Context: an optimization exercise on an open-source flow, tuned for small area. The choices shown serve that exercise and are no tape-out recipe. The RTL was checked by simulation tests, not by an equivalence proof against the original design. Power is estimated from default activity; no workload was simulated.

## v3
==> flow/design.v <==
module fadd(a, b, c, s, co);
	input a, b, c;
	output s, co;
	assign s = a ^ b ^ c;
	assign co = (a & b) | (a & c) | (b & c);
endmodule
module My_Dig(num, seg);
	input [3:0] num;
	output [6:0] seg;
	function [6:0] p;
		input [3:0] v;
		input [3:0] d;
		input [6:0] c;
		p = (v == d) ? c : 7'd0;
	endfunction
	assign seg = p(num, 0, 7'b011_1111) | p(num, 1, 7'b000_0110) | p(num, 2, 7'b101_1011) |
		p(num, 3, 7'b100_1111) | p(num, 4, 7'b110_0110) | p(num, 5, 7'b110_1101) |
		p(num, 6, 7'b111_1101) | p(num, 7, 7'b000_0111) | p(num, 8, 7'b111_1111) |
		p(num, 9, 7'b110_1111);
endmodule
module dis_sound(
 CLK, RSTn, pulse_r, pulse_t, test_count, Digitron_Out, DigitronCS_Out,LED_Out
);
	input CLK;
	input RSTn;
	input pulse_r;
	input pulse_t;
	output reg test_count;
	output [7:0]Digitron_Out;
	output [5:0]DigitronCS_Out;
	output [7:0]LED_Out;
	function [19:0] inc20;
		input [19:0] x;
		input ci;
		integer i;
		reg cc;
		begin
			cc = ci;
			for (i = 0; i < 20; i = i + 1) begin
				inc20[i] = x[i] ^ cc;
				cc = x[i] & cc;
			end
		end
	endfunction
	reg R1, R2, T1, T2;
	reg [6:0] count_hs;           
	wire hs_done = count_hs[6] & count_hs[5] & count_hs[2];    
	always @ (posedge CLK) begin
		if(!RSTn) begin
			R1 <= 0; R2 <= 0; T1 <= 0; T2 <= 0;
		end else begin
			R1 <= pulse_r; R2 <= R1; T1 <= pulse_t; T2 <= T1;
		end
	end
	always @ (posedge CLK) begin
		if(!RSTn) begin
			test_count <= 0;
			count_hs <= 0;
		end else if(T1 & ~T2)
			test_count <= 1;
		else if(hs_done) begin
			if(R1 & ~R2)
				test_count <= 0;
			else if(~R1 & R2)
				count_hs <= 0;
		end else
			count_hs <= count_hs + 1'b1;
	end
	reg [12:0] cnt;
	always @ (posedge CLK)
		if(!RSTn) cnt <= 0;
		else cnt <= inc20({7'd0, cnt}, 1'b1);
	wire step = &cnt[3:0];
	wire tick = (cnt == 13'h0FFF);
	reg t1, t2;
	reg [19:0] pulse;
	reg [19:0] c1, c2, c3, c4, c5, c6;
	reg [2:0] vc;                  
	wire shift = ~test_count & ~t1 & t2;
	wire wrap = pulse[19] & pulse[17] & pulse[16] & pulse[14] & pulse[13] &
	            pulse[12] & pulse[8] & pulse[7] & pulse[5] & pulse[4];
	wire pclr = ~RSTn | (test_count ? wrap : shift);
	always @ (posedge CLK) begin
		if(!RSTn) begin
			t1 <= 0; t2 <= 0;
		end else begin
			t1 <= test_count; t2 <= t1;
		end
	end
	always @ (posedge CLK)
		pulse <= inc20(pulse, test_count) & ~{20{pclr}};
	always @ (posedge CLK)
		if(RSTn & shift) begin
			c1 <= pulse; c2 <= c1; c3 <= c2; c4 <= c3; c5 <= c4; c6 <= c5;
		end
	always @ (posedge CLK)
		if(!RSTn)
			vc <= 0;
		else if(shift && vc != 3'd6)
			vc <= vc + 1'b1;
	localparam S_IDLE = 5'd0, S_SUB0 = 5'd6, S_ADD6 = 5'd7,
	           S_LED1 = 5'd9, S_LED7 = 5'd15, S_H = 5'd16, S_DH = 5'd20;
	reg [4:0] st;
	reg [2:0] pos;                 
	reg [22:0] Wn;                 
	wire [22:0] W = ~Wn;
	reg [17:0] N;                  
	reg [2:0] q;                   
	reg cond;                      
	wire cap = (st == S_IDLE && tick) || (st >= 5'd1 && st <= 5'd5);
	wire [5:0] sel;
	assign sel[0] = cap && pos == 3'd1 && vc >= 3'd1;
	assign sel[1] = cap && pos == 3'd2 && vc >= 3'd2;
	assign sel[2] = cap && pos == 3'd3 && vc >= 3'd3;
	assign sel[3] = cap && pos == 3'd4 && vc >= 3'd4;
	assign sel[4] = cap && pos == 3'd5 && vc >= 3'd5;
	assign sel[5] = cap && pos == 3'd6 && vc >= 3'd6;
	wire [19:0] entry = ({20{sel[0]}} & c1) | ({20{sel[1]}} & c2) | ({20{sel[2]}} & c3) |
	                    ({20{sel[3]}} & c4) | ({20{sel[4]}} & c5) | ({20{sel[5]}} & c6);
	function [22:0] k;
		input [4:0] s;
		input [4:0] v;
		input [22:0] c;
		k = (s == v) ? c : 23'd0;
	endfunction
	wire [22:0] kc = k(st, S_SUB0, ~23'd61770) | k(st, S_ADD6, 23'd6) |
		k(st, 5'd9, ~23'd529410) | k(st, 5'd10, ~23'd1058820) | k(st, 5'd11, ~23'd1588230) |
		k(st, 5'd12, ~23'd2117640) | k(st, 5'd13, ~23'd2647050) | k(st, 5'd14, ~23'd3176460) |
		k(st, 5'd15, ~23'd3705870) | k(st, 5'd16, ~23'd1764708) | k(st, 5'd17, ~23'd176472) |
		k(st, 5'd18, ~23'd17646) | k(st, 5'd19, ~23'd1764) | k(st, 5'd20, ~23'd174);
	wire cin = st >= S_SUB0 && st != S_ADD6;
	wire [22:0] A = (st == S_IDLE) ? 23'd0 : W;      
	wire [22:0] B = kc | {3'b000, entry};
	wire [23:0] cy;
	wire [22:0] sum;
	assign cy[0] = cin;
	genvar gi;
	generate for (gi = 0; gi < 23; gi = gi + 1) begin : g_add
		fadd fa (.a(A[gi]), .b(B[gi]), .c(cy[gi]), .s(sum[gi]), .co(cy[gi+1]));
	end endgenerate
	wire ok = cy[23];              
	wire is_dig = (st >= S_H && st <= S_DH);
	wire is_led = (st >= S_LED1 && st <= S_LED7);
	wire upd = cap || st == S_ADD6 || ((st == S_SUB0 || is_dig) && ok);
	always @ (posedge CLK)
		if(upd) Wn <= ~sum;
	always @ (posedge CLK) begin
		if(!RSTn) begin
			st <= S_IDLE;
			pos <= 3'd6;
		end else begin
			if(cap)
				pos <= (st == 5'd5) ? 3'd6 : pos - 1'b1 + shift;
			case(st)
				S_IDLE:  if(tick) st <= 5'd1;
				S_ADD6:  st <= S_LED1;
				S_DH:    if(!ok) st <= S_IDLE;
				default: if(!(is_dig && ok)) st <= st + 1'b1;
			endcase
		end
	end
	always @ (posedge CLK)
		if(!RSTn)
			cond <= 0;
		else if(st == S_SUB0)
			cond <= ok;
	always @ (posedge CLK)
		if(st == S_ADD6)
			q <= 0;
		else if(is_led && ok)
			q <= st[2:0];
	always @ (posedge CLK)
		if(st == S_ADD6)
			N <= {N[13:0], 4'd0};
		else if(is_dig) begin
			if(ok)
				N[3:0] <= N[3:0] + 1'b1;
			else if(st != S_DH)
				N <= {N[13:0], 4'd0};
		end
	reg [17:0] D;                  
	reg [2:0] led_case, led_show;
	reg on;                        
	always @ (posedge CLK)
		if(tick) begin
			D <= N;
			led_show <= led_case;
		end
	always @ (posedge CLK)
		if(!RSTn) begin
			on <= 0;
			led_case <= 0;
		end else if(tick) begin
			on <= cond;
			if(cond) led_case <= q;
		end
	assign LED_Out = {8{on}} & {led_show == 3'd7, led_show >= 3'd6, led_show >= 3'd5,
	                  led_show >= 3'd4, led_show >= 3'd3, led_show >= 3'd2,
	                  led_show >= 3'd1, 1'b1};
	reg [5:0] CS;
	reg [3:0] shown;               
	wire [5:0] cs_next = CS[5] ? {1'b1, CS[0], CS[4:1]} : 6'b111110;
	wire [3:0] dsel = ({4{~cs_next[4]}} & {2'b00, D[17:16]}) | ({4{~cs_next[3]}} & D[15:12]) |
	                  ({4{~cs_next[2]}} & D[11:8]) | ({4{~cs_next[1]}} & D[7:4]) |
	                  ({4{~cs_next[0]}} & D[3:0]);
	wire [3:0] val = (on && CS[5]) ? dsel : 4'd0;
	always @ (posedge CLK)
		if(!RSTn) begin
			CS <= 0;
			shown <= 4'd15;
		end else if(step) begin
			CS <= cs_next;
			if(!(val[3] & val[1]))         
				shown <= val;
		end
	wire [6:0] seg;
	My_Dig U2 (.num(shown), .seg(seg));
	assign Digitron_Out = {CS[5] & ~CS[2], seg};
	assign DigitronCS_Out = CS;
endmodule
==> flow/config.mk <==
export PLATFORM = sky130hd
export DESIGN_NAME = dis_sound
export DESIGN_NICKNAME = dis_sound
export VERILOG_FILES = /design/flow/design.v
export SDC_FILE = /design/flow/constraint.sdc
export NUM_CORES = 4
export LEC_CHECK = 0
export CAP_MARGIN = 5
export CORE_MARGIN = 2
export CORE_UTILIZATION = 40
export CTS_CLUSTER_DIAMETER = 80
export CTS_CLUSTER_SIZE = 30
export SLEW_MARGIN = 5
==> flow/constraint.sdc <==
create_clock -name core_clock -period 25.0 [get_ports {CLK}]
set_input_delay 5.0000 -clock core_clock [delete_from_list [all_inputs] [get_ports {CLK}]]
set_output_delay 5.0000 -clock core_clock [all_outputs]
set_load 0.01 [all_outputs]
standard.sh (not shown) runs the stock make flow with config.mk's settings and CLKGATE_MAP_FILE= SYNTH_SCRIPT=/design/flow/synth_recipe.tcl, a recipe that flattens the netlist after the stock synthesis.
==> flow/flow/run.sh <==
#!/bin/bash
# Layout flow: the standard ORFS flow (standard.sh: the same synthesis
# script, floorplan, power grid, placement and routing) with three changes:
#  - the final technology mapping in synthesis uses an area-oriented ABC script
#    (flow/abc_own.script) in place of ORFS's abc_speed.script; registers are
#    mapped exactly as in the standard synthesis, ABC only remaps the gates;
#  - ports are buffered with the smallest buffer cell;
#  - clock tree synthesis uses larger sink clusters and no dummy loads.
# The full output of the run goes to flow_run.log here; the ORFS logs are
# copied to orfs_logs/.
set -euo pipefail
WORK=$PWD
rm -rf "$WORK/own_scripts"
cp -r "$FLOW_HOME/scripts" "$WORK/own_scripts"
cp "$WORK/flow/abc_own.script" "$WORK/own_scripts/abc_speed.script"
export BUFFER_PORTS_ARGS="-buffer_cell sky130_fd_sc_hd__buf_1"
export CTS_ARGS="-sink_clustering_enable -repair_clock_nets -sink_clustering_size 30 -sink_clustering_max_diameter 80 -dont_use_dummy_load"
status=0
bash standard.sh "SCRIPTS_DIR=$WORK/own_scripts" finish > flow_run.log 2>&1 || status=$?
mkdir -p orfs_logs
cp -r orfs/logs/. orfs_logs/ 2>/dev/null || true
exit $status
==> flow/flow/abc_own.script <==
&get -n
&st
&dch
&nf
&st
&syn2
&if -g -K 6
&synch2
&nf
&st
&syn2
&if -g -K 6
&synch2
&nf
&st
&syn2
&if -g -K 6
&synch2
&nf
&st
&syn2
&if -g -K 6
&synch2
&nf
&st
&syn2
&if -g -K 6
&synch2
&nf
&st
&dch
&st
&deepsyn -T 60
&dch
&nf -a -R 1000
&put
topo
dnsize -c
Input-level comparison between v17 and v3:
Settings: CTS_CLUSTER_DIAMETER now 120, was 80; CAP_MARGIN now 20, was 5; SLEW_MARGIN now 20, was 5.
-- flow/flow/run.sh --
<<< v3, line 8
#  - clock tree synthesis uses larger sink clusters and no dummy loads.
>>> v17, line 8
#  - clock tree synthesis uses larger sink clusters, no dummy loads, and
#    clkbuf_4 for the root and branching buffers (clkbuf_16 at the leaves).
<<< v3, line 17
export CTS_ARGS="-sink_clustering_enable -repair_clock_nets -sink_clustering_size 30 -sink_clustering_max_diameter 80 -dont_use_dummy_load"
>>> v17, line 18
export CTS_ARGS="-sink_clustering_enable -repair_clock_nets -sink_clustering_size 30 -sink_clustering_max_diameter 120 -dont_use_dummy_load -root_buf sky130_fd_sc_hd__clkbuf_4 -tree_buf sky130_fd_sc_hd__clkbuf_4 -buf_list {sky130_fd_sc_hd__clkbuf_4 sky130_fd_sc_hd__clkbuf_16}"
v17 against v3: reported combinational group power comparable, worst setup slack after layout now larger, routed wire length now larger, arrival time of the worst setup path now larger. v17: number of antenna violations at the first check in global routing is 1 higher than what v3 reported. Met3 layer wire length in the routed design: v17 lower than v3. Against v3, the final cell area of v17 is lower. Of the two candidates, v3 has the worse leakage power summed over all cells and v17 the better one. Compared to v3, v17 has clock latency of the later-clocked register in the worst-skew pair 160 ps higher.
--- input diff v17..v57 ---
Settings: changing CTS_CLUSTER_DIAMETER from 120 to 80.
-- flow/flow/run.sh --
<<< v17, line 8
#  - clock tree synthesis uses larger sink clusters, no dummy loads, and
#    clkbuf_4 for the root and branching buffers (clkbuf_16 at the leaves).
>>> v57, line 8
#  - clock tree synthesis uses larger sink clusters and no dummy loads.
<<< v17, line 18
export CTS_ARGS="-sink_clustering_enable -repair_clock_nets -sink_clustering_size 30 -sink_clustering_max_diameter 120 -dont_use_dummy_load -root_buf sky130_fd_sc_hd__clkbuf_4 -tree_buf sky130_fd_sc_hd__clkbuf_4 -buf_list {sky130_fd_sc_hd__clkbuf_4 sky130_fd_sc_hd__clkbuf_16}"
>>> v57, line 17
export CTS_ARGS="-sink_clustering_enable -repair_clock_nets -sink_clustering_size 26 -sink_clustering_max_diameter 160 -dont_use_dummy_load"
Results
- Re final critical-path required period: v57 is 46 ps up on v17.
- In v57 relative to v17, violation count after the first detailed-routing iteration had gone up by more than 10%.
- Part of the total power dissipated in combinational logic: v57 < v17
- Cmp v57 vs v17: signal arrival time at the worst endpoint lower in v57
### v57 -> v9
Settings: CTS_CLUSTER_DIAMETER changed from 80 to 120.
-- flow/flow/run.sh --
<<< v57, line 17
export CTS_ARGS="-sink_clustering_enable -repair_clock_nets -sink_clustering_size 26 -sink_clustering_max_diameter 160 -dont_use_dummy_load"
>>> v9, line 17
export CTS_ARGS="-sink_clustering_enable -repair_clock_nets -sink_clustering_size 30 -sink_clustering_max_diameter 120 -dont_use_dummy_load -root_buf sky130_fd_sc_hd__clkbuf_4 -tree_buf sky130_fd_sc_hd__clkbuf_4 -buf_list {sky130_fd_sc_hd__clkbuf_4 sky130_fd_sc_hd__clkbuf_16}"
==> comparison <==
v9 completed; timing, DRC and antenna clean. Going from v57 to v9, clock latency on the worst-skew pair rose by 180 ps; final cell area excluding filler cells fell by 68 um2; non-filler instance count after layout stayed essentially flat; setup clock skew after layout rose by 24 ps; static leakage fell by 0.035 nW. Comparing v57 and v9, the lower worst setup slack was measured on v57.

Starts from the design.v that is shown in full above.
clock: 25.0 ns
lec_check: 0
cap_margin: 20
core_margin: 2
core_utilization: 40
cts_cluster_diameter: 120
cts_cluster_size: 30
slew_margin: 20
==> flow/flow/run.sh <==
#!/bin/bash
# Layout flow: the standard ORFS flow (standard.sh: the same synthesis
# script, floorplan, power grid, placement and routing) with three changes:
#  - the final technology mapping in synthesis uses an area-oriented ABC script
#    (flow/abc_own.script) in place of ORFS's abc_speed.script; registers are
#    mapped exactly as in the standard synthesis, ABC only remaps the gates;
#  - ports are buffered with the smallest buffer cell;
#  - clock tree synthesis uses larger sink clusters and no dummy loads.
# The full output of the run goes to flow_run.log here; the ORFS logs are
# copied to orfs_logs/.
set -euo pipefail
WORK=$PWD
rm -rf "$WORK/own_scripts"
cp -r "$FLOW_HOME/scripts" "$WORK/own_scripts"
cp "$WORK/flow/abc_own.script" "$WORK/own_scripts/abc_speed.script"
export BUFFER_PORTS_ARGS="-buffer_cell sky130_fd_sc_hd__buf_1"
export CTS_ARGS="-sink_clustering_enable -repair_clock_nets -sink_clustering_size 30 -sink_clustering_max_diameter 120 -dont_use_dummy_load -root_buf sky130_fd_sc_hd__clkbuf_8 -tree_buf sky130_fd_sc_hd__clkbuf_8 -buf_list {sky130_fd_sc_hd__clkbuf_8 sky130_fd_sc_hd__clkbuf_16}"
status=0
bash standard.sh "SCRIPTS_DIR=$WORK/own_scripts" finish > flow_run.log 2>&1 || status=$?
mkdir -p orfs_logs
cp -r orfs/logs/. orfs_logs/ 2>/dev/null || true
exit $status
Scripts as last shown in full above: flow/flow/abc_own.script
Change:
--- a/flow/flow/run.sh
+++ b/flow/flow/run.sh
@@ -17 +17 @@
-export CTS_ARGS="-sink_clustering_enable -repair_clock_nets -sink_clustering_size 30 -sink_clustering_max_diameter 120 -dont_use_dummy_load -root_buf sky130_fd_sc_hd__clkbuf_8 -tree_buf sky130_fd_sc_hd__clkbuf_8 -buf_list {sky130_fd_sc_hd__clkbuf_8 sky130_fd_sc_hd__clkbuf_16}"
+export CTS_ARGS="-sink_clustering_enable -repair_clock_nets -sink_clustering_size 30 -sink_clustering_max_diameter 120 -dont_use_dummy_load"
Outcome:
- worst setup slack is worse by 0.0068 ns
- clock power went up by a few percent
- final area grows slightly
Change:
--- a/flow/flow/run.sh
+++ b/flow/flow/run.sh
@@ -17 +17 @@
-export CTS_ARGS="-sink_clustering_enable -repair_clock_nets -sink_clustering_size 30 -sink_clustering_max_diameter 120 -dont_use_dummy_load"
+export CTS_ARGS="-sink_clustering_enable -repair_clock_nets -sink_clustering_size 30 -sink_clustering_max_diameter 80 -dont_use_dummy_load"
CTS_CLUSTER_DIAMETER = 80   (was 120)
- The changed run passed the timing, DRC and antenna checks
- core utilization rose by 0.20 points
- total power rose by 1.9%
- maximum frequency stays flat
- non-clock buffer count is unchanged
- wire length stays flat
- synthesized area stays the same
- cell count hardly moves
- first-iteration DRC count rose by 9.5%
Change:
--- a/flow/flow/run.sh
+++ b/flow/flow/run.sh
@@ -17 +17 @@
-export CTS_ARGS="-sink_clustering_enable -repair_clock_nets -sink_clustering_size 30 -sink_clustering_max_diameter 80 -dont_use_dummy_load"
+export CTS_ARGS="-sink_clustering_enable -repair_clock_nets -sink_clustering_size 30 -sink_clustering_max_diameter 120 -dont_use_dummy_load"
=>
- worst setup slack improved by 0.0060 ns
- wire length barely changes
- register-to-register slack is about the same
- cell count stays flat

-- separate check: timing with driven ports --
In the flow no input, the clock included, has a driving cell. The finished layouts below were timed again as built, in two steps.
Step 1, drivers: a clkbuf_16 drives CLK and a buf_2 each remaining input, both assumed.
Step 2, shift: input delay + t, output delay - t, t = (earliest + latest rising clock arrival at the registers) / 2. This alone moves slack from input paths to output paths.
a / b / c = ideal / step 1 / step 2; a / b = the first two.
| run | shift t [ns] | setup WS [ns] | worst register clock-pin slew, ns | cell pins on the clock port's net |
|---|---|---|---|---|
| v3 | 0.507 | 12.136 / 12.136 / 12.136 | 0.11 / 0.11 | 1 |
| v17 | 0.668 | 12.142 / 12.142 / 12.142 | 0.12 / 0.12 | 1 |
| v57 | 0.511 | 12.095 / 12.095 / 12.095 | 0.10 / 0.10 | 1 |
| v9 | 0.668 | 12.142 / 12.142 / 12.142 | 0.12 / 0.12 | 1 |
| the first run of note 2 | 0.557 | 12.149 / 12.149 / 12.149 | 0.12 / 0.12 | 1 |
| the second run of note 2 | 0.514 | 12.142 / 12.142 / 12.142 | 0.12 / 0.12 | 1 |
| the third run of note 2 | 0.507 | 12.136 / 12.136 / 12.136 | 0.11 / 0.11 | 1 |
| the fourth run of note 2 | 0.514 | 12.142 / 12.142 / 12.142 | 0.12 / 0.12 | 1 |
After both steps every run listed still meets setup and hold.
